From an optimization exercise on the open Yosys and OpenROAD flow, aimed at small area; shortcuts taken in it are not production practice.
In this exercise RTL edits were held to simulation tests only and were not proved equivalent to the original.
No activity file was given, so power comes from the tool's default toggle rates.

<file path="flow/flow/run.sh">
#!/bin/bash
# Own layout flow: the standard ORFS flow (standard.sh) with
#  - an area-oriented ABC mapping script for the combinational logic
#    (flip-flops are mapped by Yosys as in the standard synthesis, so their
#    names and cell types are unchanged),
#  - port buffers of the smallest buffer cell.
set -euo pipefail
W=$PWD
rm -rf "$W/myscripts"
cp -r "$FLOW_HOME/scripts" "$W/myscripts"
python3 - "$W/myscripts/synth_preamble.tcl" <<'PY'
import sys
p = sys.argv[1]
s = open(p).read()
key = "# Create argument list for stat"
assert key in s
s = s.replace(key, "if { [info exists ::env(MY_ABC_SCRIPT)] } {\n  set abc_script $::env(MY_ABC_SCRIPT)\n}\n" + key, 1)
open(p, "w").write(s)
PY
export SCRIPTS_DIR="$W/myscripts"
export MY_ABC_SCRIPT="$W/flow/abc.script"
if [[ -f "$W/flow/buffer_ports_args" ]]; then
  export BUFFER_PORTS_ARGS="$(cat "$W/flow/buffer_ports_args")"
fi
bash "$W/standard.sh" finish > "$W/flow_make.log" 2>&1
</file>
<file path="flow/flow/abc.script">
strash
balance
rewrite
refactor
balance
rewrite
rewrite -z
balance
refactor -z
rewrite -z
balance
dch
map -a
</file>
<file path="flow/flow/buffer_ports_args">
-buffer_cell sky130_fd_sc_hd__buf_1
</file>
<file path="flow/standard.sh">
#!/bin/bash
# synth_recipe.tcl (not shown) runs the flow's synth.tcl, then flattens the netlist and writes it again
# the make line also repeats each setting of config.mk as NAME=value (left out here)
make -C /OpenROAD-flow-scripts/flow DESIGN_CONFIG=/design/flow/config.mk WORK_HOME=/design/flow/orfs CLKGATE_MAP_FILE= SYNTH_SCRIPT=/design/flow/synth_recipe.tcl "${@:-finish}"
</file>
<file path="flow/config.mk">
export PLATFORM = sky130hd
export DESIGN_NAME = money
export DESIGN_NICKNAME = money
export VERILOG_FILES = /design/flow/design.v
export SDC_FILE = /design/flow/constraint.sdc
export NUM_CORES = 4
export LEC_CHECK = 0
export CAP_MARGIN = 20
export CORE_MARGIN = 2
export CORE_UTILIZATION = 40
export SLEW_MARGIN = 20
</file>
<file path="flow/constraint.sdc">
create_clock -name core_clock -period 5.0 [get_ports {CLK}]
set_input_delay 1.0000 -clock core_clock [delete_from_list [all_inputs] [get_ports {CLK}]]
set_output_delay 1.0000 -clock core_clock [all_outputs]
set_load 0.01 [all_outputs]
</file>
<file path="flow/design.v">
module money(reset,CLK, M0, M1, M2, M3, M4, M5, ti , wi, ci, B1, B2, B3, C1, C2, C3, C4, rr, out, To, Wo, Co, Bo, C, so, RRo);
input reset;
input CLK;
input M0;
input M1;
input M2;
input M3;
input M4;
input M5;
input ti;
input wi;
input ci;
input B1;
input B2;
input B3;
input C1;
input C2;
input C3;
input C4;
input rr;
output reg [7:0]out;
output To;
output Wo;
output Co;
output [2:0]Bo;
output [3:0]C;
output [9:0]so;
output reg [2:0]RRo;
reg [9:0] d;
reg [9:0] z;
reg s;
reg [1:0] n;
assign {C, Bo, Co, Wo, To} = d;
assign so = z & {10{s}};
wire card = M4 | M5;
wire coin = ~card & (M0 | M1 | M2 | M3);
wire ge5  = out >= 8'd5;
wire ge7  = out >= 8'd7;
wire ge10 = out >= 8'd10;
wire ge20 = out >= 8'd20;
wire ge25 = out >= 8'd25;
wire ge30 = out >= 8'd30;
wire ge50 = out >= 8'd50;
wire [9:0] req = {C4, C3, C2, C1, B3, B2, B1, ci, wi, ti};
wire [9:0] afford = card ? 10'h3ff : {ge50, ge25, ge10, ge30, ge25, ge20, ge10, ge7, ge20, ge5};
wire [9:0] elig = req & afford & {10{~(n[1] & n[0])}};
reg [9:0] first;
reg seen;
integer i;
always @* begin
	seen = 1'b0;
	for (i = 0; i < 10; i = i + 1) begin
		first[i] = elig[i] & ~seen;
		seen = seen | elig[i];
	end
end
wire scan = ~rr & ~coin;
wire hit_zero = |(first & z);
wire sell = scan & seen & ~hit_zero;
reg [7:0] price;
always @* begin
	price = 8'd0;
	if (first[0] & ~z[0]) price = price | 8'd5;
	if (first[1] & ~z[1]) price = price | 8'd20;
	if (first[2] & ~z[2]) price = price | 8'd7;
	if (first[3] & ~z[3]) price = price | 8'd10;
	if (first[4] & ~z[4]) price = price | 8'd20;
	if (first[5] & ~z[5]) price = price | 8'd25;
	if (first[6] & ~z[6]) price = price | 8'd30;
	if (first[7] & ~z[7]) price = price | 8'd10;
	if (first[8] & ~z[8]) price = price | 8'd25;
	if (first[9] & ~z[9]) price = price | 8'd50;
end
reg [7:0] k;
reg sub;
reg [2:0] rro_n;
always @* begin
	k = 8'd0;
	sub = 1'b0;
	rro_n = RRo;
	if (rr) begin
		if (ge20)          begin k = ~8'd20; sub = 1'b1; rro_n = 3'd2; end
		else if (ge10)     begin k = ~8'd10; sub = 1'b1; rro_n = 3'd1; end
		else if (ge5)      begin k = ~8'd5; sub = 1'b1;  rro_n = 3'd4; end
		else if (out >= 2) begin k = ~8'd2; sub = 1'b1;  rro_n = 3'd3; end
		else if (out == 1) begin k = ~8'd1; sub = 1'b1;  rro_n = 3'd5; end
		else               begin k = 8'd0;   rro_n = 3'd0; end
	end else if (coin) begin
		if (M0)      k = 8'd10;
		else if (M1) k = 8'd1;
		else if (M2) k = 8'd2;
		else         k = 8'd5;
	end else if (~card) begin
		k = ~price; sub = 1'b1;
	end
end
always @(posedge CLK) begin
	if (reset) begin
		out <= 8'd0;
		RRo <= 3'd0;
		d <= 10'd0;
		z <= 10'd0;
		s <= 1'b0;
		n <= 2'd0;
	end else begin
		out <= out + k + sub;
		RRo <= rro_n;
		if (sell) begin
			d <= d | first;
			z <= z | (first & d);
			n <= n + 2'd1;
		end
		if (scan & hit_zero) s <= 1'b1;
	end
end
endmodule
</file>
==> notes.md, run 1 <==
Worst setup path
The total buffers and inverters traversed by the critical path is 5. For the worst setup path, the data arrival time is 4.64 ns. The startpoint-to-endpoint class of the critical path is reg2reg. The critical path crosses 30 cells after its start point.

The termination of the worst setup path is out[7]. The critical path starts at out[7]. The worst setup path is launched from a flop. The endpoint type of the worst setup path is a flop. The cell family contributing the most delay on the critical path is compound AO/OA/AOI/OAI gates. On the critical path, the stage with the largest delay is an instance of dfxtp_1. The endpoint of the worst-slack reg-to-reg timing path is out[7].

Of all nets on the critical path, the largest fanout is 4. Setup slack on the worst reg-to-reg path comes out at 0.54 ns. The startpoint of the lowest-slack register-to-register path is out[7]. The maximum single-stage delay on the critical path is around 0.34 ns. Data on the critical path is required at its endpoint by between 5 and 6 ns.

For the worst flop-to-flop path, the logic depth is 30.

Pwr
The internal cell power is ~0.00063 W. The overall power consumption is 0.001077 W. In this run the power density over the cells is 459.0 nW/um2. The part of the power in registers is 33.4%. The reported net switching power is around 0.00044 W.

The combinational share of power is 42.3%. The analysis attributes to cell leakage a power of approximately 0.85 nW. The clock network burns between 20% and 30% of the power. In this run switching power makes up 41.25% of total power. The worst vdd rail ir drop is around 0.23 mV.

Drt
For this block, the initial DRC count from the detailed router was 110. In the final routed layout, each cell accounts on average for 13.02 um. After detailed routing, the number of remaining DRC violations is 0.

In this run the remaining antenna-violating nets after routing total 0. The final wirelength is 5220 um. The pre-antenna-repair detailed-routing pass consisted of 4 iterations. In the routed layout, each cell is associated on average with a via count of 5.170.

Across all layers, the routed design uses just over 2,000 vias.

Final layout
In the layout the commonest cells are nor2_1, buf_1, clkinv_1. The number of nets at the end of the flow is approximately 380. The number of inserted filler cells in the final layout is around 530. The most common cell after layout, fill and taps aside is nor2_1.

The area of all sequential standard cells is 680.7 um2. The share of cells above drive strength 1 is 6.052%. The multi-input combinational cells in the finished layout cover a total of 1089 um2. The layout overhead on the synthesized area is 22.53%.

The number of standard cells in the layout, taps in and fillers out is 401. 0 antenna diodes ended up in the layout.

Place
Including well taps, the total number of placed cells is 393. The port buffer count is 49. The last weighted congestion value of the routability-driven placer is around 0.91. Summed over all nets, the half-perimeter wirelength after detailed placement is about 4000 um. Prior to clock tree synthesis, the placed netlist has a worst setup slack of 0.1052 ns.

Clock network
The clock-pin slew on the worst setup and hold paths is about 0.07 ns. The clock reaches the later pin of the worst-skew pair after 0.29 ns. The H-tree generated during clock tree synthesis spans 2 levels. The number of clock sinks is 34.

The clock tree root buffer cell is clkbuf_8. The number of clock buffers inserted by TritonCTS is 5. The worst-case clock buffer depth is 2.

After clock tree synthesis, the flow added hold-fix buffers numbering 0. TritonCTS built the clock tree.

Floorplan
Measured along the x axis, the die boundary spans 73.20 um. Once the floorplan was initialized, standard cells occupied around 40% of the core. For this design the top-level I/O count stands at 50.

The initialized floorplan defines 25 standard-cell rows. The overall die area is roughly 5400 um2. The core outline area is approximately 4700 um2.

The vertical die dimension is 73.20 um.

GRT
Global routing used 29.63% of the available met2 tracks. The global-route wire length before repair is 8659 um. The initial antenna violation count came to 0. The total grt overflow is 0.

The via count of the first global-routing pass is between 1,500 and 2,000. In the global route stage, met1 resource usage came out at 30.87%. The pin count of the biggest net entering global routing is 26. The met3 routing resource usage after global routing is 4.420%.

met1 is the most crowded layer. Global routing used 20.82% of the available tracks.

Flow run
The max-cap violation count is 0.

Timing
The post-route worst setup slack is 0.5376 ns. The final critical path takes up 89.25% of the cycle. Clock skew on the completed layout was measured at between 0.0015 and 0.002 ns. Setup violations remaining at the end of the flow were counted as 0. The count of endpoints failing hold in the final timing report is 0.

Setup repair after global routing left no endpoint under its margin. The actual slew at the worst max-slew pin is 0.6050 ns. The summed negative setup slack over all endpoints is 0 ns.

The maximum achievable frequency is 224.1 MHz. Measured against its own limit, the worst slew margin works out to roughly three fifths. The clock period could shrink to 4.462 ns. The number of pins exceeding their max-slew limit in the final report is 0.

Synthesis
The count of synthesis-stage warnings from yosys is 1. The number of cells produced by synthesis is 285. The synthesized design contains 34 register bits. After synthesis the cells add up to around 1900 um2. The net count after synthesis is 313. The mean instance size in the synthesized netlist is between 6 and 7 um2.

Of the synthesized area, sequential elements account for 35.53%. The count of unique library cells instantiated by Yosys is 21.

Worst hold path
The path class of the tightest hold or removal check is reg2reg. The worst hold path begins at n[0]. The number of instances on the worst hold path is 1.

Status
The run finished with no timing, DRC or antenna violations.
## flip-flops by register name, indices dropped and copies added (netlist names)
signal  count
s           1
z          10
RRo         3
out         8
n           2
d          10
## routing by layer
metal | vias to the layer above | wire, um | part of all wire (%)
met1 | 925 | 2707 | 52
met3 | 7 | 224 | 4.3
met5 | - | 0 | 0
met2 | 47 | 2193 | 42
li1 | 1094 | - | -
met4 | 0 | 95 | 1.8
## power groups by stage
| stage | logic (W) | clock network [W] | registers (W) |
|---|---|---|---|
| after floorplan | 0.000296 | 0 | 0.000372 |
| after global placement | 0.000423 | 0 | 0.000363 |
| after detailed placement | 0.000424 | 0 | 0.000364 |
| after CTS | 0.000428 | 0.000269 | 0.000357 |
| after global routing | 0.000526 | 0.000278 | 0.000368 |
| final | 0.000455 | 0.000262 | 0.000360 |
## per-stage QoR
| stage | util (%) | hold WS, ns | cell area, um2 |
|---|---|---|---|
| 3_3_place_gp | 47.30 | 0.4519 | 2205 |
| 6_report | 50.36 | 0.4661 | 2347 |
| 3_5_place_dp | 47.30 | 0.4597 | 2205 |
| 4_1_cts | 49.72 | 0.4730 | 2317 |
| 2_1_floorplan | - | 0.4294 | 1916 |
| 5_1_grt | 50.36 | 0.4974 | 2347 |
## cell usage after synthesis, drive strengths merged
master / number / area share, %
a211oi: 2 / 0.78
a21boi: 1 / 0.39
a21oi: 40 / 10
a221oi: 2 / 0.91
a22oi: 3 / 1.2
a31oi: 5 / 1.6
a32o: 1 / 0.52
clkinv: 45 / 8.8
dfxtp: 34 / 36
fa: 2 / 2.1
ha: 7 / 4.6
nand2: 26 / 5.1
nand3: 27 / 7.1
nand4: 1 / 0.33
nor2: 56 / 11
nor3: 3 / 0.78
o211ai: 5 / 2.0
o21ai: 22 / 5.7
o21bai: 1 / 0.39
o22ai: 1 / 0.33
xor2: 1 / 0.46
## cells by family (layout without fill, tap and decap cells)
group | after synthesis | after routing | share of synthesized area (%)
flip-flops | 34 | 34 | 35.53
adder cells (fa/ha/maj) | 9 | 9 | 6.662
AND/OR/NAND/NOR | 113 | 113 | 24.23
XOR/XNOR | 1 | 1 | 0.4573
buffers and inverters | 45 | 107 | 8.818
AO/OA/AOI/OAI | 83 | 83 | 24.30
## how the worst min path moves through the flow
stage               endpoint  slack [ns]
finish                  n[0]        0.47
global route            z[6]        0.50
CTS                     n[0]        0.47
detailed placement    RRo[2]        0.46
global placement        n[0]        0.45
floorplan               n[0]        0.43
## worst register-to-register path: cells and delay by family (launching register included)
kind / cells / cell delay, ns
AOI/OAI and AO/OA: 13 / 1.86
and+or+nand+nor: 11 / 1.34
buffers and inverters: 5 / 0.51
DFF: 1 / 0.34
adders and majority gates: 1 / 0.31
## area by class of cell
type | count | area share (%)
Multi-Input combinational cell | 206 | 46.38
Sequential cell | 34 | 29.00
Clock inverter | 1 | 1.279
Tap cell | 54 | 2.878
Inverter | 45 | 7.196
Timing Repair Buffer | 55 | 9.755
Clock buffer | 6 | 3.518
## timing repair
item / 4_1_cts / 5_1_grt
gates resized for setup: 0 / 11
setup endpoints to repair: 0 / 4
setup buffers: 0 / 1
hold endpoints to repair: 0 / 0
==> inputs of run 2 (changes only) <==
--- a/flow/flow/run.sh
+++ b/flow/flow/run.sh
@@ -24,2 +24,5 @@
 fi
+if [[ -f "$W/flow/cts_args" ]]; then
+  export CTS_ARGS="$(cat "$W/flow/cts_args")"
+fi
 bash "$W/standard.sh" finish > "$W/flow_make.log" 2>&1
==> flow/flow/cts_args (new file) <==
-sink_clustering_enable -repair_clock_nets -dont_use_dummy_load -buf_list sky130_fd_sc_hd__clkbuf_2 -root_buf sky130_fd_sc_hd__clkbuf_4 -sink_clustering_size 12 -sink_clustering_max_diameter 60
--- a/flow/config.mk
+++ b/flow/config.mk
@@ -10,2 +10,3 @@
 export CORE_UTILIZATION = 40
+export GPL_TIMING_DRIVEN = 0
 export SLEW_MARGIN = 20
==> run 2 against run 1 <==
Worst hold slack hardly changed. Routed wire length is 6.2% lower. Fmax down 0.61%. First-iteration DRC count increased by 31%. Combinational power shrank 3%. Clock-buffer cell count fell by 1. Largest cell class unchanged. Register-to-register slack worse by 0.03 ns. Sequential cell count stayed put. Largest power group unchanged. Still clean on timing, DRC and antenna. Clock skew increased by 0.024 ns. Sequential power about the same.
==> notes.md, run 2 <==
Status
Outcome: no timing/DRC/antenna violations (unchanged).

Synthesis
The mean instance size in the synthesized netlist is 6.721 um2 (unchanged). The count of synthesis-stage warnings from yosys is 1 (unchanged). The dominant cell type by area after synthesis is dfxtp_1 (unchanged). The number of cells produced by synthesis came to 285 (unchanged). The net count after synthesis came to 313 (unchanged). The register bit total from synthesis is 34 (unchanged). The number of enable flip-flop cells after synthesis is 0 (unchanged).

The share of synthesized area occupied by flip-flops and latches is 35.53% (unchanged). Synth top area cells: dfxtp_1, nor2_1, a21oi_1 (unchanged). The fraction of registers with async set/reset is 0% (unchanged).

The count of unique library cells instantiated by Yosys was 21 (unchanged). Most common library cells after synthesis: nor2_1, clkinv_1, a21oi_1 (unchanged). The post-synthesis instance area is 1916 um2 (unchanged).

The proportion of netlist area held by the largest area contributor is 35.53% (unchanged). The most common cell in the netlist is nor2_1 (unchanged). The predominant post-synthesis flop cell is dfxtp_1 (unchanged).

Timing
The actual slew at the worst max-slew pin came to 0.5917 ns (was 0.6050 ns). The final-report setup violation count is 0 (unchanged). The number of pins exceeding their max-slew limit in the final report is 0 (unchanged). The final clock skew came to 0.02545 ns (was 0.001680 ns). The worst hold slack is 0.4660 ns (was 0.4661 ns). The time the worst path needs with I/O delays and setup came to 4.490 ns (was 4.462 ns). The final critical-path share of the clock period is 89.80% (was 89.25%).

The remaining max-slew budget at the tightest pin is 60.55% (was 59.67%). The count of endpoints failing hold in the final timing report is 0 (unchanged). The summed negative setup slack over all endpoints is 0 ns (unchanged). The maximum achievable frequency is 222.7 MHz (was 224.1 MHz). Unrepaired setup endpoints after global routing: no (unchanged).

Pwr
The power per unit of standard cell area came to 410.6 nW/um2 (was 459.0 nW/um2). The total leakage power is 0.8081 nW (was 0.8542 nW). The worst vdd rail ir drop is 0.2521 mV (was 0.2300 mV).

Worst setup path
The startpoint-to-endpoint class of the critical path is reg2reg (unchanged). The endpoint type of the worst setup path is a flop (unchanged). The cell at the slowest stage of the critical path is dfxtp_1 (unchanged).

The maximum single-stage delay on the critical path is 0.35 ns (was 0.34 ns). The kind of launch point of the worst setup path is a flop (unchanged). Among the stages of the critical path, the cell type that occurs most often is nand2_1. The data arrival time of the worst path is 4.70 ns (was 4.64 ns). The largest fanout of any net on the critical path is 5 (was 4). The required time of the worst setup path came to 5.21 ns (was 5.17 ns).

Drt
The final wirelength was 4897 um (was 5220 um). The detailed router's first-iteration violation count is 144 (was 110). The via count normalized by instance count is 5.078 (was 5.170). The number of detailed-route iterations in the first pass is 4 (unchanged). The via total after detailed routing is 2,006 (was 2,073). The post-detailed-route count of antenna-violating nets is 0 (unchanged). The final routed DRC violation total came to 0 (unchanged). The wire length per cell after detailed routing is 12.40 um (was 13.02 um).

Worst hold path
The type of the tightest min-delay check was reg2reg (unchanged).

Floorplan
The overall die area is 5358 um2 (unchanged). The core outline area is 4661 um2 (unchanged). The chip width was 73.20 um (unchanged). The effective utilization at floorplan came to 41.10% (unchanged). The number of cell rows is 25 (unchanged). The number of ports placed on the die boundary came to 50 (unchanged).

The vertical die dimension is 73.20 um (unchanged).

GRT
The via count of the first global-routing pass is 1,807 (was 1,829). The total grt overflow was 0 (unchanged). The aggregate global-route resource usage was 19.82% (was 20.82%). The pin count of the biggest net entering global routing is 26 (unchanged).

The initial antenna violation count is 0 (unchanged). The global-route wire length before repair came to 8349 um (was 8659 um).

Clock network
The hold-fix buffer count after cts was 0 (unchanged). The number of clock sinks is 34 (unchanged). The worst-case clock buffer depth is 2 (unchanged). The clock tree root buffer cell is clkbuf_4 (was clkbuf_8). The number of clock buffers inserted by TritonCTS is 5 (unchanged).

The TritonCTS clock tree was built (unchanged). The clock-pin slew on the worst setup and hold paths came to 0.09 ns (was 0.07 ns). The clock latency on the worst-skew pair is 0.34 ns (was 0.29 ns).

The number of H-tree levels was 2 (unchanged).

Final layout
Most frequent cells in the layout: nor2_1, buf_1, clkinv_1 (unchanged). Largest registers: d x10, z x10, out x8 (unchanged). The share of the core filled with cells is 48.67% (was 50.36%).

The share of cells above drive strength 1 came to 5.865% (was 6.052%). The diode insertion count for antenna repair is 0 (unchanged). The layout overhead on the synthesized area came to 18.42% (was 22.53%).

The number of nets at the end of the flow is 371 (was 375). The most common cell after layout, fill and taps aside was nor2_1 (unchanged). The finished layout cell area is 2268 um2 (was 2347 um2).

Place
The last weighted congestion value of the routability-driven placer came to 0.8507 (was 0.9071). The post-detailed-placement cell area is 2167 um2 (was 2205 um2). The HPWL reported at the end of detailed placement is 3819 um (was 3960 um).

The port buffer count was 49 (unchanged).

Flow run
The max-cap violation count is 0 (unchanged).
[run 2: kinds of logic after synthesis]
logic type / count (synthesis) / share of synthesized area, %
AOI/OAI and AO/OA: 83 / 24.30
adders and majority gates: 9 / 6.662
buffers and inverters: 45 / 8.818
DFF: 34 / 35.53
xor gates and xnor gates: 1 / 0.4573
and+or+nand+nor: 113 / 24.23
[run 2: per-layer routing]
metal	global-route usage [%]	routed length, um
met2	29.03	2120
met1	29.54	2556
met5	0	0
met4	4.938	29
met3	4.006	190
[run 2: report_power, final]
| group | switching, W | internal (W) | leakage, nW |
|---|---|---|---|
| combinational | 0.000287 | 0.000154 | 0.508 |
| sequential | 0.0000464 | 0.000312 | 0.278 |
| clock | 0.0000847 | 0.0000470 | 0.0230 |
[run 2: what timing repair did]
| item | 4_1_cts | 5_1_grt |
|---|---|---|
| setup endpoints to repair | 2 | 4 |
| pin swaps | 0 | 3 |
| buffers inserted | 0 | 2 |
| gates resized for setup | 2 | 15 |
[run 2: path summary, 6_finish.rpt]
check	start	end	slack [ns]	cells after the start
setup / recovery	out[7]	out[7]	0.51	32
hold / removal	n[0]	n[0]	0.47	1
setup reg to reg	out[7]	out[7]	0.51	32
hold reg to reg	n[0]	n[0]	0.47	1
[run 2: layout make-up]
class / instances / area (um2)
Fill cell: 513 / 2392
Multi-Input combinational cell: 206 / 1114
Sequential cell: 34 / 680.7
Timing Repair Buffer: 51 / 200.2
Inverter: 45 / 168.9
Tap cell: 54 / 67.56
Clock buffer: 5 / 37.54
[run 2: worst max-delay path: cells and delay by family (launching register included)]
| kind | cells | cell delay (ns) |
|---|---|---|
| AO/OA/AOI/OAI | 12 | 1.72 |
| AND/OR/NAND/NOR | 14 | 1.54 |
| buffers and inverters | 5 | 0.43 |
| flip-flops | 1 | 0.35 |
| adder cells (fa/ha/maj) | 1 | 0.31 |
[run 2: through the flow]
stage | setup WS, ns | total power (W) | std cells
final | 0.5102 | 0.0009315 | 395
after global routing | 0.0004636 | 0.001031 | 395
after CTS | 0.09411 | 0.0009153 | 393
after detailed placement | -0.5632 | 0.0007789 | 388
after global placement | -0.5166 | 0.0007742 | 388
after floorplan | 0.2852 | 0.0006687 | 285
==> inputs of run 3 (changes only) <==
==> flow/flow/cts_args (replaced) <==
-sink_clustering_enable -repair_clock_nets -dont_use_dummy_load -buf_list sky130_fd_sc_hd__clkbuf_4 -root_buf sky130_fd_sc_hd__clkbuf_4 -sink_clustering_size 20 -sink_clustering_max_diameter 100
==> run 3 against run 2 <==
Power did not move. Sequential cell count did not move. Still clean on timing, DRC and antenna. Highest routed layer unchanged. Clock power barely moved. Cell count did not move. Largest cell class unchanged. Worst setup slack did not move. Clock-buffer cell count did not move. Final area did not move. Critical endpoint unchanged. Fmax did not move. Critical path type unchanged.
==> notes.md, run 3 <==
Status
Outcome: no timing/DRC/antenna violations (unchanged).

Clock network
The worst-case clock buffer depth is 2 (unchanged). The clock latency on the worst-skew pair came to 0.34 ns (about the same). The clock tree root buffer cell is clkbuf_4 (unchanged). The TritonCTS clock tree is built (unchanged).

The number of H-tree levels is 2 (unchanged). The number of clock buffers inserted by TritonCTS came to 5 (unchanged). The number of clock sinks came to 34 (unchanged).

The clock-pin slew on the worst setup and hold paths is 0.09 ns (about the same).

GRT
The pin count of the biggest net entering global routing is 26 (unchanged). The total grt overflow is 0 (unchanged). The aggregate global-route resource usage is 19.82% (unchanged). The via count of the first global-routing pass is 1,807 (unchanged). The global-route wire length before repair was 8349 um (unchanged). The initial antenna violation count is 0 (unchanged).

Drt
The wire length per cell after detailed routing is 12.40 um (unchanged). The final routed DRC violation total was 0 (unchanged). The detailed router's first-iteration violation count came to 144 (unchanged). The final wirelength is 4897 um (unchanged). The post-detailed-route count of antenna-violating nets is 0 (unchanged). The via count normalized by instance count is 5.078 (unchanged).

The via total after detailed routing is 2,006 (unchanged). The number of detailed-route iterations in the first pass is 4 (unchanged).

Synthesis
Most common library cells after synthesis: nor2_1, clkinv_1, a21oi_1 (unchanged). The number of cells produced by synthesis is 285 (unchanged). The share of synthesized area occupied by flip-flops and latches is 35.53% (unchanged).

The proportion of netlist area held by the largest area contributor is 35.53% (unchanged). The count of unique library cells instantiated by Yosys is 21 (unchanged). The dominant cell type by area after synthesis is dfxtp_1 (unchanged). The mean instance size in the synthesized netlist was 6.721 um2 (unchanged). The predominant post-synthesis flop cell is dfxtp_1 (unchanged). The net count after synthesis is 313 (unchanged). The fraction of registers with async set/reset is 0% (unchanged). Synth top area cells: dfxtp_1, nor2_1, a21oi_1 (unchanged). The post-synthesis instance area is 1916 um2 (unchanged).

The register bit total from synthesis came to 34 (unchanged). The count of synthesis-stage warnings from yosys is 1 (unchanged). The most common cell in the netlist was nor2_1 (unchanged). The number of enable flip-flop cells after synthesis is 0 (unchanged).

Pwr
The part of the power in registers was 38.5% (about the same). The total leakage power is 0.8081 nW (unchanged). The reported net switching power was 0.0004180 W (unchanged).

The internal cell power is 0.0005135 W (unchanged). The switching power share of the total is 44.88% (unchanged). The worst vdd rail ir drop was 0.2521 mV (unchanged).

The power per unit of standard cell area is 410.6 nW/um2 (unchanged). The relative contribution of the clock network to total power is 14.1% (about the same). The combinational share of power is 47.4% (about the same).

Timing
The final critical-path share of the clock period is 89.80% (unchanged). The time the worst path needs with I/O delays and setup is 4.490 ns (unchanged). The maximum achievable frequency is 222.7 MHz (unchanged). The number of pins exceeding their max-slew limit in the final report is 0 (unchanged). Unrepaired setup endpoints after global routing: no (unchanged). The final clock skew is 0.02545 ns (unchanged). The final-report setup violation count is 0 (unchanged). The post-route worst setup slack is 0.5102 ns (unchanged). The worst hold slack is 0.4660 ns (unchanged).

The actual slew at the worst max-slew pin is 0.5917 ns (unchanged). The remaining max-slew budget at the tightest pin was 60.55% (unchanged). The count of endpoints failing hold in the final timing report is 0 (unchanged).

Floorplan
The vertical die dimension is 73.20 um (unchanged). The number of ports placed on the die boundary came to 50 (unchanged). The effective utilization at floorplan is 41.10% (unchanged).

The core outline area is 4661 um2 (unchanged). The overall die area is 5358 um2 (unchanged). The number of cell rows is 25 (unchanged). The chip width is 73.20 um (unchanged).

Final layout
The number of nets at the end of the flow is 371 (unchanged). The share of cells above drive strength 1 came to 5.865% (unchanged). The number of standard cells in the layout, taps in and fillers out came to 395 (unchanged).

The diode insertion count for antenna repair was 0 (unchanged). Most frequent cells in the layout: nor2_1, buf_1, clkinv_1 (unchanged). The most common cell after layout, fill and taps aside is nor2_1 (unchanged). The layout overhead on the synthesized area is 18.42% (unchanged). Largest registers: d x10, z x10, out x8 (unchanged).

Worst setup path
The library cell appearing most often on the critical path is nand2_1 (unchanged). The maximum single-stage delay on the critical path was 0.35 ns (about the same). The required time of the worst setup path is 5.21 ns (about the same). The startpoint-to-endpoint class of the critical path is reg2reg (unchanged). The endpoint type of the worst setup path is a flop (unchanged). The kind of launch point of the worst setup path is a flop (unchanged). The largest fanout of any net on the critical path is 5 (unchanged). The cell at the slowest stage of the critical path is dfxtp_1 (unchanged). The data arrival time of the worst path was 4.70 ns (about the same).

Worst hold path
The type of the tightest min-delay check is reg2reg (unchanged).

Place
The placed cell count is 388 (unchanged). The port buffer count is 49 (unchanged). The setup slack at placement is -0.5632 ns (unchanged). The last weighted congestion value of the routability-driven placer is 0.8507 (unchanged). The HPWL reported at the end of detailed placement came to 3819 um (unchanged).

Flow run
The max-cap violation count is 0 (unchanged).
## run 3: cell counts in the layout (fill, tap and decap cells not counted)
Identical to the previous run, type by type.
## run 3: worst max-delay path, delay by kind of cell (launching register included)
family | cells | cell delay [ns]
DFF | 1 | 0.35
and+or+nand+nor | 14 | 1.54
adders and majority gates | 1 | 0.31
buffers and inverters | 5 | 0.43
AOI/OAI and AO/OA | 12 | 1.72
## run 3: stage by stage
step                area, um2  util (%)  setup TNS [ns]  power [W]
floorplan                1916         -               0  0.0006687
global placement         2167     46.50          -1.309  0.0007742
detailed placement       2167     46.50          -1.497  0.0007789
CTS                      2212     47.46               0  0.0009153
global route             2268     48.67               0   0.001031
finish                   2268     48.67               0  0.0009315
## run 3: final timing paths
kind / from / cells after the start / end / slack (ns)
setup / recovery: out[7] / 32 / out[7] / 0.51
hold / removal: n[0] / 1 / n[0] / 0.47
setup reg to reg: out[7] / 32 / out[7] / 0.51
hold reg to reg: n[0] / 1 / n[0] / 0.47
## run 3: layer usage
layer  vias to the layer above  global-route usage (%)  part of all wire (%)
met5                         -                       0                     0
met4                         0                   4.938                  0.59
met3                         2                   4.006                   3.9
met2                        45                   29.03                    43
met1                       868                   29.54                    52
li1                       1091                       -                     -
## run 3: kinds of logic after synthesis
family	synth area share, %
AND/OR/NAND/NOR	24.23
AO/OA/AOI/OAI	24.30
buffers and inverters	8.818
flip-flops	35.53
adder cells (fa/ha/maj)	6.662
XOR/XNOR	0.4573
## run 3: timing repair
item / CTS / global route
pin swaps: 0 / 3
hold buffers: 0 / 0
resized for setup: 2 / 15
endpoints found under the setup margin: 2 / 4
gates cloned: 0 / 0
setup buffers: 0 / 2
## run 3: final cells by class
class                      instances  area [um2]
sequential                        34       680.7
clock buffer                       5       37.54
inverter                          45       168.9
timing repair buffer              51       200.2
tap                               54       67.56
fill                             513        2392
multi-input combinational        206        1114
## run 3: power groups by stage
| stage | Combinational, W | Clock (W) | Sequential (W) |
|---|---|---|---|
| floorplan | 0.000296 | 0 | 0.000372 |
| global placement | 0.000411 | 0 | 0.000363 |
| detailed placement | 0.000416 | 0 | 0.000363 |
| CTS | 0.000420 | 0.000139 | 0.000356 |
| global route | 0.000519 | 0.000146 | 0.000366 |
| finish | 0.000441 | 0.000132 | 0.000358 |
==> inputs of run 4 (changes only) <==
removed: flow/flow/cts_args
==> run 4 against run 3 <==
Still clean. Sequential share of layout area fell by 0.91 points. Final area rose by 3.1%. Routed wire length rose by 0.96%. Utilization rose by 1.5 points. Combinational power barely moved. Sequential power barely moved. Critical endpoint unchanged. Largest power group unchanged.
==> notes.md, run 4 <==
Clock network
The clock-pin slew on the worst setup and hold paths is 0.07 ns (was 0.09 ns). The worst-case clock buffer depth is 2 (unchanged). The clock latency on the worst-skew pair is 0.29 ns (was 0.34 ns).

The number of H-tree levels is 2 (unchanged). The TritonCTS clock tree is built (unchanged). The number of clock sinks came to 34 (unchanged).

The number of clock buffers inserted by TritonCTS was 5 (unchanged). The clock tree root buffer cell is clkbuf_8 (was clkbuf_4).

Place
The setup slack at placement is -0.5632 ns (unchanged). The placed cell count is 388 (unchanged). The HPWL reported at the end of detailed placement is 3819 um (unchanged). The port buffer count is 49 (unchanged). The last weighted congestion value of the routability-driven placer came to 0.8507 (unchanged).

Timing
The number of pins exceeding their max-slew limit in the final report is 0 (unchanged). The final clock skew is 0.005759 ns (was 0.02545 ns). The post-route worst setup slack is 0.4951 ns (was 0.5102 ns). Unrepaired setup endpoints after global routing: no (unchanged). The time the worst path needs with I/O delays and setup is 4.505 ns (was 4.490 ns).

The actual slew at the worst max-slew pin is 0.5855 ns (was 0.5917 ns). The count of endpoints failing hold in the final timing report is 0 (unchanged). The final critical-path share of the clock period came to 90.10% (was 89.80%). The maximum achievable frequency is 222.0 MHz (was 222.7 MHz).

The remaining max-slew budget at the tightest pin came to 60.97% (was 60.55%). The final-report setup violation count was 0 (unchanged).

GRT
The aggregate global-route resource usage is 20.02% (was 19.82%). The via count of the first global-routing pass is 1,815 (was 1,807). The global-route wire length before repair is 8369 um (was 8349 um). The initial antenna violation count was 0 (unchanged).

The pin count of the biggest net entering global routing is 26 (unchanged). The total grt overflow is 0 (unchanged).

Drt
The via count normalized by instance count is 5.055 (was 5.078). The detailed router's first-iteration violation count came to 122 (was 144). The wire length per cell after detailed routing came to 12.42 um (was 12.40 um). The via total after detailed routing is 2,012 (was 2,006). The final routed DRC violation total is 0 (unchanged). The post-detailed-route count of antenna-violating nets is 0 (unchanged).

The final wirelength came to 4944 um (was 4897 um). The number of detailed-route iterations in the first pass is 4 (unchanged).

Pwr
The power per unit of standard cell area is 450.0 nW/um2 (was 410.6 nW/um2). The worst vdd rail ir drop is 0.2837 mV (was 0.2521 mV). The total leakage power is 0.8430 nW (was 0.8081 nW).

Worst setup path
The kind of launch point of the worst setup path is a flop (unchanged). The required time of the worst setup path was 5.17 ns (was 5.21 ns). The library cell appearing most often on the critical path is nand2_1 (unchanged). The largest fanout of any net on the critical path was 5 (unchanged). The maximum single-stage delay on the critical path came to 0.34 ns (was 0.35 ns).

The data arrival time of the worst path is 4.68 ns (was 4.70 ns). The startpoint-to-endpoint class of the critical path is reg2reg (unchanged). The cell at the slowest stage of the critical path is dfxtp_1 (unchanged). The endpoint type of the worst setup path is a flop (unchanged).

Floorplan
The vertical die dimension came to 73.20 um (unchanged). The number of ports placed on the die boundary is 50 (unchanged). The core outline area was 4661 um2 (unchanged). The effective utilization at floorplan is 41.10% (unchanged).

The number of cell rows is 25 (unchanged). The chip width is 73.20 um (unchanged). The overall die area was 5358 um2 (unchanged).

Synthesis
The proportion of netlist area held by the largest area contributor was 35.53% (unchanged). The predominant post-synthesis flop cell was dfxtp_1 (unchanged). The count of synthesis-stage warnings from yosys came to 1 (unchanged). The count of unique library cells instantiated by Yosys is 21 (unchanged). The net count after synthesis is 313 (unchanged). The most common cell in the netlist was nor2_1 (unchanged). The number of cells produced by synthesis was 285 (unchanged). Most common library cells after synthesis: nor2_1, clkinv_1, a21oi_1 (unchanged). The register bit total from synthesis came to 34 (unchanged). Synth top area cells: dfxtp_1, nor2_1, a21oi_1 (unchanged). The share of synthesized area occupied by flip-flops and latches came to 35.53% (unchanged). The number of enable flip-flop cells after synthesis was 0 (unchanged).

The dominant cell type by area after synthesis is dfxtp_1 (unchanged). The post-synthesis instance area is 1916 um2 (unchanged). The fraction of registers with async set/reset is 0% (unchanged). The mean instance size in the synthesized netlist is 6.721 um2 (unchanged).

Final layout
The number of standard cells in the layout, taps in and fillers out is 398 (was 395). The share of the core filled with cells was 50.20% (was 48.67%). The most common cell after layout, fill and taps aside is nor2_1 (unchanged). The diode insertion count for antenna repair is 0 (unchanged). The number of nets at the end of the flow came to 371 (unchanged). The share of cells above drive strength 1 was 6.686% (was 5.865%).

The number of inserted filler cells in the final layout is 500 (was 513). The layout overhead on the synthesized area is 22.14% (was 18.42%). Most frequent cells in the layout: nor2_1, buf_1, clkinv_1 (unchanged). Largest registers: d x10, z x10, out x8 (unchanged).

Flow run
The max-cap violation count is 0 (unchanged).

Worst hold path
The type of the tightest min-delay check is reg2reg (unchanged).

Status
Outcome: no timing/DRC/antenna violations (unchanged).
[run 4: what timing repair did]
action,4_1_cts,5_1_grt
gates resized for setup,2,15
pin swaps,0,3
setup endpoints to repair,2,4
hold buffers,0,0
setup buffers,0,2
gates cloned,0,0
[run 4: final timing paths]
kind,from,endpoint,slack [ns],cells past startpoint
worst min register to register,n[0],n[0],0.46,1
worst min-delay path,n[0],n[0],0.46,1
worst max-delay path,out[7],out[7],0.50,32
worst max register to register,out[7],out[7],0.50,32
[run 4: layer usage]
layer | track usage (%) | up-vias | wire [um]
met1 | 29.54 | 866 | 2516
li1 | - | 1095 | -
met2 | 29.13 | 46 | 2143
met5 | 0 | - | 0
met4 | 5.556 | 0 | 61
met3 | 4.420 | 5 | 223
[run 4: layout make-up]
type	count	area [um2]	share of cell area, %
clock buffer	5	68.82	2.941
inverter	45	168.9	7.219
timing repair buffer	51	200.2	8.556
tap	54	67.56	2.888
multi-input combinational	206	1114	47.59
sequential	34	680.7	29.09
clock inverter	3	40.04	1.711
[run 4: worst max-delay path, delay by kind of cell (launching register included)]
family	cells	cell delay [ns]
flip-flops	1	0.34
buffers and inverters	5	0.44
adder cells (fa/ha/maj)	1	0.31
AND/OR/NAND/NOR	14	1.54
AO/OA/AOI/OAI	12	1.74
[run 4: per-stage QoR]
step / total power [W] / TNS (ns) / hold WS, ns / cell area [um2]
5_1_grt: 0.001150 / 0 / 0.4940 / 2340
3_3_place_gp: 0.0007742 / -1.309 / 0.4504 / 2167
3_5_place_dp: 0.0007789 / -1.497 / 0.4587 / 2167
6_report: 0.001053 / 0 / 0.4648 / 2340
2_1_floorplan: 0.0006687 / 0 / 0.4294 / 1916
4_1_cts: 0.001033 / 0 / 0.4679 / 2283
[run 4: logic make-up (layout without fill, tap and decap cells)]
family / Yosys count / in the layout / synth area share (%)
flip-flops: 34 / 34 / 35.53
buffers and inverters: 45 / 104 / 8.818
adder cells (fa/ha/maj): 9 / 9 / 6.662
AND/OR/NAND/NOR: 113 / 113 / 24.23
XOR/XNOR: 1 / 1 / 0.4573
AO/OA/AOI/OAI: 83 / 83 / 24.30
[run 4: power by group]
group / internal [W] / total [W] / switching [W]
Clock: 0.000147 / 0.000250 / 0.000104
Combinational: 0.000154 / 0.000444 / 0.000289
Sequential: 0.000312 / 0.000359 / 0.0000465
==> inputs of run 5 (changes only) <==
==> flow/flow/run.sh (replaced) <==
#!/bin/bash
# Own layout flow: the standard ORFS flow (standard.sh) with
#  - an area-oriented ABC mapping script (flow/abc.script) for the
#    combinational logic; flip-flops are mapped by Yosys exactly as in the
#    standard synthesis, so their names and cell types are unchanged,
#  - extra settings from flow/env.sh (port buffer cell, clock tree options,
#    area recovery).
# Each tool's output is logged by ORFS under orfs/logs/; make's own output
# goes to flow_make.log.
set -euo pipefail
W=$PWD
rm -rf "$W/myscripts"
cp -r "$FLOW_HOME/scripts" "$W/myscripts"
python3 - "$W/myscripts/synth_preamble.tcl" <<'PY'
import sys
p = sys.argv[1]
s = open(p).read()
key = "# Create argument list for stat"
assert key in s
s = s.replace(key, "if { [info exists ::env(MY_ABC_SCRIPT)] } {\n  set abc_script $::env(MY_ABC_SCRIPT)\n}\n" + key, 1)
open(p, "w").write(s)
PY
export SCRIPTS_DIR="$W/myscripts"
export MY_ABC_SCRIPT="$W/flow/abc.script"
if [[ -f "$W/flow/env.sh" ]]; then
  source "$W/flow/env.sh"
fi
bash "$W/standard.sh" finish > "$W/flow_make.log" 2>&1
==> flow/flow/env.sh (new file) <==
export BUFFER_PORTS_ARGS="-buffer_cell sky130_fd_sc_hd__buf_1"
export CTS_ARGS="-sink_clustering_enable -repair_clock_nets -dont_use_dummy_load -buf_list sky130_fd_sc_hd__clkbuf_4 -root_buf sky130_fd_sc_hd__clkbuf_4 -sink_clustering_size 20 -sink_clustering_max_diameter 100"
export RECOVER_POWER=100
removed: flow/flow/buffer_ports_args
==> run 5 against run 4 <==
Synthesized area is the same. Still clean. Via count fell by 0.45%. Largest power group unchanged. Register-to-register slack is essentially flat. Critical endpoint unchanged. Critical path type unchanged. First-iteration DRC count up 11%. Critical path depth unchanged. Global-route usage fell by 0.20 points. Non-clock buffer count stayed put. Clock power decreased by 48%. Die area is the same.
==> notes.md, run 5 <==
Floorplan
The vertical die dimension is 73.20 um (unchanged). The overall die area is 5358 um2 (unchanged). The number of ports placed on the die boundary is 50 (unchanged). The effective utilization at floorplan is 41.10% (unchanged). The core outline area came to 4661 um2 (unchanged). The number of cell rows was 25 (unchanged). The chip width was 73.20 um (unchanged).

Synthesis
The share of synthesized area occupied by flip-flops and latches is 35.53% (unchanged). The dominant cell type by area after synthesis is dfxtp_1 (unchanged). The multiplexer area fraction after synthesis is 0% (unchanged).

The post-synthesis instance area was 1916 um2 (unchanged). The number of enable flip-flop cells after synthesis is 0 (unchanged). The synthesized-area fraction occupied by ao, oa, aoi and oai cells is 24.30% (unchanged).

The register bit total from synthesis was 34 (unchanged). The most common cell in the netlist is nor2_1 (unchanged). The fraction of registers with async set/reset was 0% (unchanged).

The xor/xnor cell area share of the yosys netlist is 0.4572% (unchanged). The main combinational cell family by area after synthesis is compound AO/OA/AOI/OAI gates (unchanged). Synth top area cells: dfxtp_1, nor2_1, a21oi_1 (unchanged). The predominant post-synthesis flop cell is dfxtp_1 (unchanged). The number of cells produced by synthesis came to 285 (unchanged). The count of synthesis-stage warnings from yosys came to 1 (unchanged). The count of unique library cells instantiated by Yosys is 21 (unchanged). The proportion of netlist area held by the largest area contributor is 35.53% (unchanged). The synthesized-area fraction occupied by and/or/nand/nor cells is 24.23% (unchanged). The net count after synthesis came to 313 (unchanged). The adder-cell share of the synthesized area is 6.662% (unchanged).

The mean instance size in the synthesized netlist came to 6.721 um2 (unchanged). Most common library cells after synthesis: nor2_1, clkinv_1, a21oi_1 (unchanged).

Place
The HPWL reported at the end of detailed placement is 3819 um (unchanged). The setup slack at placement is -0.5632 ns (unchanged). The last weighted congestion value of the routability-driven placer is 0.8507 (unchanged).

The port buffer count was 49 (unchanged). The post-detailed-placement cell area came to 2167 um2 (unchanged).

Drt
The final wirelength was 4878 um (was 4944 um). The number of detailed-route iterations in the first pass is 4 (unchanged). The wire length per cell after detailed routing is 12.35 um (was 12.42 um).

The post-detailed-route count of antenna-violating nets is 0 (unchanged). The final routed DRC violation total was 0 (unchanged). The detailed router's first-iteration violation count is 136 (was 122).

The via total after detailed routing was 2,003 (was 2,012). The via count normalized by instance count is 5.071 (was 5.055).

Worst hold path
The type of the tightest min-delay check is reg2reg (unchanged). The source of the worst hold timing path is n[0] (unchanged).

GRT
The global-route wire length before repair is 8349 um (was 8369 um). The via count of the first global-routing pass came to 1,807 (was 1,815). The pin count of the biggest net entering global routing is 26 (unchanged). The initial antenna violation count is 0 (unchanged). The total grt overflow is 0 (unchanged). The aggregate global-route resource usage is 19.82% (was 20.02%).

Worst setup path
The library cell appearing most often on the critical path is nand2_1 (unchanged). The kind of launch point of the worst setup path is a flop (unchanged). The startpoint-to-endpoint class of the critical path was reg2reg (unchanged). The endpoint type of the worst setup path is a flop (unchanged). The data arrival time of the worst path came to 4.71 ns (was 4.68 ns). The maximum single-stage delay on the critical path is 0.35 ns (was 0.34 ns). The register-to-register setup slack is 0.50 ns (about the same). The startpoint of the lowest-slack register-to-register path is out[7] (unchanged). The cell at the slowest stage of the critical path is dfxtp_1 (unchanged). The start point of the critical path is out[7] (unchanged).

The largest fanout of any net on the critical path came to 5 (unchanged). The required time of the worst setup path is 5.21 ns (was 5.17 ns).

Final layout
The number of nets at the end of the flow came to 371 (unchanged). Largest registers: d x10, z x10, out x8 (unchanged). The share of cells above drive strength 1 came to 5.279% (was 6.686%). The diode insertion count for antenna repair is 0 (unchanged). The most common cell after layout, fill and taps aside is nor2_1 (unchanged). Most frequent cells in the layout: nor2_1, buf_1, clkinv_1 (unchanged). The layout overhead on the synthesized area is 18.22% (was 22.14%). The finished layout cell area is 2265 um2 (was 2340 um2).

Clock network
The clock-pin slew on the worst setup and hold paths is 0.09 ns (was 0.07 ns). The TritonCTS clock tree is built (unchanged). The worst-case clock buffer depth is 2 (unchanged). The number of clock buffers inserted by TritonCTS is 5 (unchanged). The number of H-tree levels came to 2 (unchanged). The clock tree root buffer cell is clkbuf_4 (was clkbuf_8). The clock latency on the worst-skew pair was 0.34 ns (was 0.29 ns).

The number of clock sinks is 34 (unchanged). The hold-fix buffer count after cts came to 0 (unchanged).

Timing
The post-route worst setup slack is 0.5006 ns (was 0.4951 ns). The final clock skew is 0.02660 ns (was 0.005759 ns). The final critical-path share of the clock period is 89.99% (was 90.10%). The number of pins exceeding their max-slew limit in the final report was 0 (unchanged). The count of endpoints failing hold in the final timing report was 0 (unchanged). The time the worst path needs with I/O delays and setup is 4.499 ns (was 4.505 ns). The remaining max-slew budget at the tightest pin came to 27.23% (was 60.97%).

The actual slew at the worst max-slew pin is 1.092 ns (was 0.5855 ns). The final-report setup violation count is 0 (unchanged). The maximum achievable frequency was 222.3 MHz (was 222.0 MHz).

Pwr
The power per unit of standard cell area is 410.4 nW/um2 (was 450.0 nW/um2). The total leakage power is 0.8059 nW (was 0.8430 nW). The worst vdd rail ir drop was 0.2509 mV (was 0.2837 mV).

Flow run
The max-cap violation count is 0 (unchanged).

Status
Outcome: no timing/DRC/antenna violations (unchanged).
==> run 5: cell counts after synthesis <==
Identical to the previous run, type by type.
==> run 5: final timing paths <==
path,end,cells past startpoint
worst max register to register,out[7],32
worst max-delay path,out[7],32
worst min register to register,n[0],1
worst min-delay path,n[0],1
==> run 5: logic make-up after synthesis <==
family	Yosys count
AOI/OAI and AO/OA	83
xor gates and xnor gates	1
adders and majority gates	9
buffers and inverters	45
DFF	34
and+or+nand+nor	113
==> run 5: metrics by stage <==
stage / setup TNS [ns] / power, W / util [%] / hold slack, ns / instances
floorplan: 0 / 0.0006687 / - / 0.4294 / 285
global placement: -1.309 / 0.0007742 / 46.50 / 0.4504 / 388
detailed placement: -1.497 / 0.0007789 / 46.50 / 0.4587 / 388
CTS: 0 / 0.0009153 / 47.46 / 0.4711 / 393
global route: -0.0009943 / 0.001029 / 48.59 / 0.5000 / 395
finish: 0 / 0.0009293 / 48.59 / 0.4707 / 395
==> run 5: cell type report <==
cell class / instances / area, um2
well taps: 54 / 67.56
fillers: 515 / 2396
flip-flops and latches: 34 / 680.7
repair buffers: 51 / 198.9
multi-input cells: 206 / 1111
inverters: 45 / 168.9
clock buffers: 5 / 37.54
==> run 5: what timing repair did <==
action / in CTS / in global routing
setup endpoints to repair: 2 / 4
pin swaps: 0 / 3
gates cloned: 0 / 0
hold endpoints to repair: 0 / 0
setup buffers: 0 / 2
resized for setup: 2 / 15
==> run 5: power breakdown <==
part           internal [W]  switching (W)  total [W]
clock             0.0000470      0.0000841   0.000131
sequential         0.000312      0.0000462   0.000358
combinational      0.000154       0.000286   0.000440
==> run 5: critical path, delay by kind of cell, from the launching register on <==
family | cells | cell delay (ns)
DFF | 1 | 0.35
and+or+nand+nor | 14 | 1.54
AOI/OAI and AO/OA | 12 | 1.73
adders and majority gates | 1 | 0.31
buffers and inverters | 5 | 0.43
==> run 5: metal layers <==
| metal | GRT usage, % | vias to the layer above | part of all wire, % | wire [um] |
|---|---|---|---|---|
| li1 | - | 1085 | - | - |
| met2 | 29.03 | 41 | 44 | 2154 |
| met1 | 29.54 | 875 | 52 | 2516 |
| met4 | 4.938 | 0 | 0.59 | 29 |
| met3 | 4.006 | 2 | 3.6 | 178 |
| met5 | 0 | - | 0 | 0 |
==> inputs of run 6 (changes only) <==
==> flow/flow/env.sh (replaced) <==
export BUFFER_PORTS_ARGS="-buffer_cell sky130_fd_sc_hd__buf_1"
export CTS_ARGS="-sink_clustering_enable -repair_clock_nets -dont_use_dummy_load -sink_clustering_size 12"
export RECOVER_POWER=100
==> run 6 against run 5 <==
Worst hold slack worse by 0.0071 ns. Utilization up 0.67 points. Sequential power about the same. Register-to-register slack about the same. Routed wire length up 0.39%. Final area up 1.4%. Die area unchanged. Via count down 0.35%. Power up 5.3%.
==> notes.md, run 6 <==
Clock network
The number of clock sinks is 34 (unchanged). The number of clock buffers inserted by TritonCTS was 5 (unchanged). The TritonCTS clock tree is built (unchanged). The worst-case clock buffer depth is 2 (unchanged). The clock-pin slew on the worst setup and hold paths came to 0.06 ns (was 0.09 ns).

The clock tree root buffer cell is clkbuf_8 (was clkbuf_4). The clock latency on the worst-skew pair is 0.28 ns (was 0.34 ns). The number of H-tree levels is 2 (unchanged).

Pwr
The reported net switching power came to 0.0004228 W (was 0.0004166 W). The power per unit of standard cell area is 426.2 nW/um2 (was 410.4 nW/um2). The part of the power in registers was 36.6% (was 38.5%). The internal cell power is 0.0005558 W (was 0.0005128 W). The combinational share of power is 45.1% (was 47.3%). The relative contribution of the clock network to total power was 18.3% (was 14.1%).

The switching power share of the total is 43.21% (was 44.82%). The worst vdd rail ir drop is 0.2460 mV (was 0.2509 mV). The total leakage power was 0.8188 nW (was 0.8059 nW).

GRT
The total grt overflow is 0 (unchanged). The met1 track demand over resource is 29.46% (was 29.54%). The met3 routing resource usage after global routing is 4.420% (was 4.006%). The aggregate global-route resource usage is 19.88% (was 19.82%). The initial antenna violation count is 0 (unchanged). The pin count of the biggest net entering global routing came to 26 (unchanged). The global-route wire length before repair is 8335 um (was 8349 um).

The most used routing layer in global routing is met1 (unchanged). The met2 usage in global routing is 29.03% (unchanged). The via count of the first global-routing pass was 1,805 (was 1,807).

Synthesis
The predominant post-synthesis flop cell was dfxtp_1 (unchanged). The count of unique library cells instantiated by Yosys is 21 (unchanged). The dominant cell type by area after synthesis was dfxtp_1 (unchanged).

The register bit total from synthesis came to 34 (unchanged). Synth top area cells: dfxtp_1, nor2_1, a21oi_1 (unchanged). The share of synthesized area occupied by flip-flops and latches is 35.53% (unchanged). The synthesized-area fraction occupied by and/or/nand/nor cells is 24.23% (unchanged). The net count after synthesis came to 313 (unchanged). The post-synthesis instance area is 1916 um2 (unchanged). The adder-cell share of the synthesized area is 6.662% (unchanged). The fraction of registers with async set/reset is 0% (unchanged). Most common library cells after synthesis: nor2_1, clkinv_1, a21oi_1 (unchanged).

The number of cells produced by synthesis came to 285 (unchanged). The most common cell in the netlist was nor2_1 (unchanged). The proportion of netlist area held by the largest area contributor came to 35.53% (unchanged). The multiplexer area fraction after synthesis was 0% (unchanged).

The count of synthesis-stage warnings from yosys is 1 (unchanged). The number of enable flip-flop cells after synthesis was 0 (unchanged). The main combinational cell family by area after synthesis is compound AO/OA/AOI/OAI gates (unchanged). The synthesized-area fraction occupied by ao, oa, aoi and oai cells is 24.30% (unchanged). The mean instance size in the synthesized netlist is 6.721 um2 (unchanged). The xor/xnor cell area share of the yosys netlist was 0.4572% (unchanged).

Timing
The maximum achievable frequency was 221.7 MHz (was 222.3 MHz). The final clock skew is 0.01489 ns (was 0.02660 ns). Setup repair after global routing left no endpoint under its margin. The number of pins exceeding their max-slew limit in the final report is 0 (unchanged). The time the worst path needs with I/O delays and setup is 4.511 ns (was 4.499 ns). The actual slew at the worst max-slew pin is 1.085 ns (was 1.092 ns).

The remaining max-slew budget at the tightest pin is 27.63% (was 27.23%). The final critical-path share of the clock period is 90.21% (was 89.99%). The final-report setup violation count is 0 (unchanged).

The count of endpoints failing hold in the final timing report is 0 (unchanged). The worst hold slack came to 0.4636 ns (was 0.4707 ns).

Worst setup path
The required time of the worst setup path is 5.16 ns (was 5.21 ns). The cell at the slowest stage of the critical path is dfxtp_1 (unchanged). The library cell appearing most often on the critical path is nand2_1 (unchanged).

The kind of launch point of the worst setup path is a flop (unchanged). The largest fanout of any net on the critical path is 5 (unchanged). The startpoint-to-endpoint class of the critical path is reg2reg (unchanged). The data arrival time of the worst path is 4.67 ns (was 4.71 ns). The maximum single-stage delay on the critical path is 0.34 ns (was 0.35 ns). The endpoint type of the worst setup path is a flop (unchanged).

Place
The port buffer count is 49 (unchanged). The placed cell count is 388 (unchanged). The last weighted congestion value of the routability-driven placer is 0.8507 (unchanged). The HPWL reported at the end of detailed placement is 3819 um (unchanged).

Drt
The detailed router's first-iteration violation count was 127 (was 136). The final wirelength is 4897 um (was 4878 um). The wire length per cell after detailed routing is 12.40 um (was 12.35 um). The post-detailed-route count of antenna-violating nets is 0 (unchanged). The via total after detailed routing is 1,996 (was 2,003). The via count normalized by instance count is 5.053 (was 5.071).

The number of detailed-route iterations in the first pass came to 4 (unchanged). The final routed DRC violation total is 0 (unchanged).

Final layout
Most frequent cells in the layout: nor2_1, buf_1, clkinv_1 (unchanged). The number of nets at the end of the flow is 371 (unchanged). The share of cells above drive strength 1 is 5.279% (unchanged). The number of standard cells in the layout, taps in and fillers out is 395 (unchanged). Largest registers: d x10, z x10, out x8 (unchanged). The diode insertion count for antenna repair came to 0 (unchanged). The layout overhead on the synthesized area came to 19.86% (was 18.22%).

The most common cell after layout, fill and taps aside is nor2_1 (unchanged).

Floorplan
The vertical die dimension is 73.20 um (unchanged). The number of cell rows is 25 (unchanged). The core outline area was 4661 um2 (unchanged). The effective utilization at floorplan came to 41.10% (unchanged). The number of ports placed on the die boundary is 50 (unchanged). The chip width is 73.20 um (unchanged).

The overall die area is 5358 um2 (unchanged).

Worst hold path
The type of the tightest min-delay check is reg2reg (unchanged).

Flow run
The max-cap violation count is 0 (unchanged).

Status
Outcome: no timing/DRC/antenna violations (unchanged).
-- run 6: cell counts after synthesis --
Identical to the previous run, type by type.
-- run 6: metrics by stage --
| step | setup slack [ns] | utilization, % | power (W) | area [um2] | TNS, ns |
|---|---|---|---|---|---|
| floorplan | 0.2852 | - | 0.0006687 | 1916 | 0 |
| global route | 0.01491 | 49.26 | 0.001078 | 2296 | 0 |
| CTS | 0.03727 | 48.13 | 0.0009634 | 2243 | 0 |
| finish | 0.4893 | 49.26 | 0.0009786 | 2296 | 0 |
| detailed placement | -0.5632 | 46.50 | 0.0007789 | 2167 | -1.497 |
| global placement | -0.5166 | 46.50 | 0.0007742 | 2167 | -1.309 |
-- run 6: path summary, 6_finish.rpt --
kind | startpoint | end | slack, ns | depth (start not counted)
hold reg to reg | n[0] | n[0] | 0.46 | 1
setup reg to reg | out[7] | out[7] | 0.49 | 32
setup / recovery | out[7] | out[7] | 0.49 | 32
hold / removal | n[0] | n[0] | 0.46 | 1
-- run 6: kinds of logic (layout without fill, tap and decap cells) --
| group | after synthesis | after routing |
|---|---|---|
| and+or+nand+nor | 113 | 113 |
| adders and majority gates | 9 | 9 |
| xor gates and xnor gates | 1 | 1 |
| DFF | 34 | 34 |
| buffers and inverters | 45 | 101 |
| AOI/OAI and AO/OA | 83 | 83 |
-- run 6: final cells by class --
type / instances / area [um2]
clock buffer: 5 / 68.82
fill: 504 / 2365
inverter: 45 / 168.9
multi-input combinational: 206 / 1111
sequential: 34 / 680.7
tap: 54 / 67.56
timing repair buffer: 51 / 198.9
-- run 6: power groups by stage --
stage          clock (W)  combinational (W)  sequential (W)
2_1_floorplan          0           0.000296        0.000372
3_3_place_gp           0           0.000411        0.000363
3_5_place_dp           0           0.000416        0.000363
4_1_cts         0.000187           0.000420        0.000357
5_1_grt         0.000195           0.000516        0.000367
6_report        0.000179           0.000441        0.000358
-- run 6: what timing repair did --
item	in CTS	in global routing
setup endpoints to repair	2	4
pin swaps	0	3
hold buffers	0	0
setup buffers	0	2
resized for setup	2	15
-- run 6: critical path: cells and delay by family (launching register included) --
kind,cells,cell delay [ns]
adders and majority gates,1,0.31
DFF,1,0.34
AOI/OAI and AO/OA,12,1.76
buffers and inverters,5,0.43
and+or+nand+nor,14,1.53
-- run 6: layer usage --
| metal | share of wire [%] | wire length (um) |
|---|---|---|
| met4 | 0.92 | 45 |
| met1 | 52 | 2523 |
| met2 | 44 | 2131 |
| met3 | 4.0 | 196 |
| met5 | 0 | 0 |
==> inputs of run 7 (changes only) <==
==> flow/flow/env.sh (replaced) <==
export BUFFER_PORTS_ARGS="-buffer_cell sky130_fd_sc_hd__buf_1"
export CTS_ARGS="-sink_clustering_enable -repair_clock_nets -dont_use_dummy_load -buf_list sky130_fd_sc_hd__clkbuf_8 -root_buf sky130_fd_sc_hd__clkbuf_4 -sink_clustering_size 20 -sink_clustering_max_diameter 100"
export RECOVER_POWER=100
==> run 7 against run 6 <==
Still clean. Worst setup slack improved by 0.011 ns. Fmax increased by 0.25%. First-iteration DRC count up 7.1%. Cell count did not move. Global-route usage decreased by 0.057 points. Register-to-register slack barely moved. Non-clock buffer count is the same.
==> notes.md, run 7 <==
Clock network
The clock tree root buffer cell is clkbuf_4 (was clkbuf_8). The number of clock buffers inserted by TritonCTS is 5 (unchanged). The clock-pin slew on the worst setup and hold paths came to 0.09 ns (was 0.06 ns). The clock latency on the worst-skew pair is 0.34 ns (was 0.28 ns).

The number of H-tree levels came to 2 (unchanged). The TritonCTS clock tree is built (unchanged). The worst-case clock buffer depth was 2 (unchanged). The number of clock sinks was 34 (unchanged). The hold-fix buffer count after cts came to 0 (unchanged).

GRT
The met1 track demand over resource is 29.54% (was 29.46%). The aggregate global-route resource usage is 19.82% (was 19.88%). The total grt overflow came to 0 (unchanged).

The initial antenna violation count is 0 (unchanged). The pin count of the biggest net entering global routing is 26 (unchanged). The met3 routing resource usage after global routing came to 4.006% (was 4.420%). The via count of the first global-routing pass is 1,807 (was 1,805). The met2 usage in global routing came to 29.03% (unchanged). The most used routing layer in global routing is met1 (unchanged). The global-route wire length before repair is 8349 um (was 8335 um).

Synthesis
The most common cell in the netlist is nor2_1 (unchanged). Synth top area cells: dfxtp_1, nor2_1, a21oi_1 (unchanged). The share of synthesized area occupied by flip-flops and latches is 35.53% (unchanged). Most common library cells after synthesis: nor2_1, clkinv_1, a21oi_1 (unchanged). The register bit total from synthesis is 34 (unchanged). The mean instance size in the synthesized netlist is 6.721 um2 (unchanged). The post-synthesis instance area is 1916 um2 (unchanged). The proportion of netlist area held by the largest area contributor was 35.53% (unchanged). The number of enable flip-flop cells after synthesis is 0 (unchanged). The dominant cell type by area after synthesis is dfxtp_1 (unchanged).

The predominant post-synthesis flop cell was dfxtp_1 (unchanged). The net count after synthesis is 313 (unchanged). The count of unique library cells instantiated by Yosys is 21 (unchanged). The count of synthesis-stage warnings from yosys is 1 (unchanged).

The number of cells produced by synthesis came to 285 (unchanged). The fraction of registers with async set/reset was 0% (unchanged).

Timing
The final critical-path share of the clock period is 89.99% (was 90.21%). The count of endpoints failing hold in the final timing report is 0 (unchanged). The number of pins exceeding their max-slew limit in the final report is 0 (unchanged). The time the worst path needs with I/O delays and setup was 4.499 ns (was 4.511 ns). The actual slew at the worst max-slew pin is 1.092 ns (was 1.085 ns).

The post-route worst setup slack is 0.5006 ns (was 0.4893 ns). The final-report setup violation count is 0 (unchanged). The final clock skew is 0.02660 ns (was 0.01489 ns). The maximum achievable frequency is 222.3 MHz (was 221.7 MHz). The remaining max-slew budget at the tightest pin is 27.23% (was 27.63%). The summed negative setup slack over all endpoints is 0 ns (unchanged).

Drt
The number of detailed-route iterations in the first pass is 4 (unchanged). The via total after detailed routing is 2,003 (was 1,996). The final routed DRC violation total is 0 (unchanged). The wire length per cell after detailed routing is 12.35 um (was 12.40 um).

The final wirelength came to 4878 um (was 4897 um). The via count normalized by instance count is 5.071 (was 5.053). The detailed router's first-iteration violation count is 136 (was 127). The post-detailed-route count of antenna-violating nets is 0 (unchanged).

Place
The placed cell count is 388 (unchanged). The HPWL reported at the end of detailed placement is 3819 um (unchanged). The port buffer count was 49 (unchanged). The setup slack at placement is -0.5632 ns (unchanged). The last weighted congestion value of the routability-driven placer was 0.8507 (unchanged).

The post-detailed-placement cell area is 2167 um2 (unchanged).

Floorplan
The effective utilization at floorplan came to 41.10% (unchanged). The overall die area is 5358 um2 (unchanged). The core outline area is 4661 um2 (unchanged).

The number of ports placed on the die boundary came to 50 (unchanged). The vertical die dimension came to 73.20 um (unchanged). The chip width was 73.20 um (unchanged). The number of cell rows is 25 (unchanged).

Final layout
Most frequent cells in the layout: nor2_1, buf_1, clkinv_1 (unchanged). Largest registers: d x10, z x10, out x8 (unchanged). The finished layout cell area is 2265 um2 (was 2296 um2). The layout overhead on the synthesized area is 18.22% (was 19.86%). The diode insertion count for antenna repair is 0 (unchanged). The number of standard cells in the layout, taps in and fillers out is 395 (unchanged).

The most common cell after layout, fill and taps aside was nor2_1 (unchanged). The number of inserted filler cells in the final layout is 515 (was 504). The share of cells above drive strength 1 is 5.279% (unchanged).

The number of nets at the end of the flow is 371 (unchanged).

Worst hold path
The type of the tightest min-delay check was reg2reg (unchanged).

Pwr
The total leakage power was 0.8059 nW (was 0.8188 nW). The power per unit of standard cell area came to 410.4 nW/um2 (was 426.2 nW/um2). The overall power consumption is 0.0009293 W (was 0.0009786 W). The worst vdd rail ir drop is 0.2509 mV (was 0.2460 mV).

Status
Outcome: no timing/DRC/antenna violations (unchanged).

Worst setup path
The data arrival time of the worst path was 4.71 ns (was 4.67 ns). The maximum single-stage delay on the critical path is 0.35 ns (was 0.34 ns). The startpoint-to-endpoint class of the critical path is reg2reg (unchanged). The largest fanout of any net on the critical path is 5 (unchanged). The required time of the worst setup path is 5.21 ns (was 5.16 ns). The library cell appearing most often on the critical path is nand2_1 (unchanged).

The kind of launch point of the worst setup path is a flop (unchanged). The endpoint type of the worst setup path is a flop (unchanged). The cell at the slowest stage of the critical path is dfxtp_1 (unchanged).

Flow run
The max-cap violation count is 0 (unchanged).
run 7: final timing paths:
path         slack, ns  startpoint      to  cells after the start
min               0.47        n[0]    n[0]                      1
max               0.50      out[7]  out[7]                     32
min reg2reg       0.47        n[0]    n[0]                      1
max reg2reg       0.50      out[7]  out[7]                     32
run 7: critical path: cells and delay by family (launching register included):
| family | cells | cell delay, ns |
|---|---|---|
| AOI/OAI and AO/OA | 12 | 1.73 |
| adders and majority gates | 1 | 0.31 |
| buffers and inverters | 5 | 0.43 |
| DFF | 1 | 0.35 |
| and+or+nand+nor | 14 | 1.54 |
run 7: routing by layer:
metal | vias to the layer above | wire length (um)
met5 | - | 0
li1 | 1085 | -
met3 | 2 | 178
met2 | 41 | 2154
met4 | 0 | 29
met1 | 875 | 2516
run 7: per-stage QoR:
stage	utilization, %	hold slack (ns)
floorplan	-	0.4294
global placement	46.50	0.4504
detailed placement	46.50	0.4587
CTS	47.46	0.4711
global route	48.59	0.5000
finish	48.59	0.4707
run 7: area by class of cell:
class                   instances  area (um2)  area share, %
multi-input cells             206        1111          49.06
flip-flops and latches         34       680.7          30.06
repair buffers                 51       198.9          8.785
inverters                      45       168.9          7.459
well taps                      54       67.56          2.983
clock buffers                   5       37.54          1.657
run 7: cells by family (layout without fill, tap and decap cells):
family	Yosys count	count (layout)	synth area share [%]
AO/OA/AOI/OAI	83	83	24.30
XOR/XNOR	1	1	0.4573
adder cells (fa/ha/maj)	9	9	6.662
buffers and inverters	45	101	8.818
flip-flops	34	34	35.53
AND/OR/NAND/NOR	113	113	24.23
run 7: repair_timing:
action,4_1_cts,5_1_grt
pin swaps,0,3
resized for setup,2,15
setup endpoints to repair,2,4
buffers inserted,0,2
endpoints found under the hold margin,0,0
run 7: report_power, final:
part	leakage [nW]	switching (W)	internal, W
logic	0.505	0.000286	0.000154
clock network	0.0230	0.0000841	0.0000470
registers	0.278	0.0000462	0.000312

## static timing again, ports no longer ideal
How much do the figures lean on ideal ports? The routed layouts below were timed once more, with nothing changed but the port constraints.
Step 1, drivers: a clkbuf_16 drives CLK and a buf_2 each remaining input, both assumed.
Step 2 also shifts input and output timing later by t, the mid clock arrival at the registers, as if the neighbouring blocks saw the same clock.
a / b / c = ideal / step 1 / step 2; a / b = the first two.
run | shift t [ns] | setup WS [ns] | worst hold slack (ns) | pins driven straight from the clock port
run 1 | 0.312 | 0.538 / 0.538 / 0.234 | 0.466 / 0.466 / 0.466 | 1
run 2 | 0.351 | 0.510 / 0.510 / 0.214 | 0.466 / 0.466 / 0.466 | 1
run 3 | 0.351 | 0.510 / 0.510 / 0.214 | 0.466 / 0.466 / 0.466 | 1
run 4 | 0.312 | 0.495 / 0.495 / 0.212 | 0.465 / 0.465 / 0.465 | 1
run 5 | 0.350 | 0.501 / 0.501 / 0.206 | 0.471 / 0.471 / 0.471 | 1
run 6 | 0.304 | 0.489 / 0.489 / 0.201 | 0.464 / 0.464 / 0.464 | 1
run 7 | 0.350 | 0.501 / 0.501 / 0.206 | 0.471 / 0.471 / 0.471 | 1
After both steps every run listed still meets setup and hold. For run 1, which loses most, drivers alone change the setup slack by 0.000 ns; drivers and shift together by -0.304 ns.
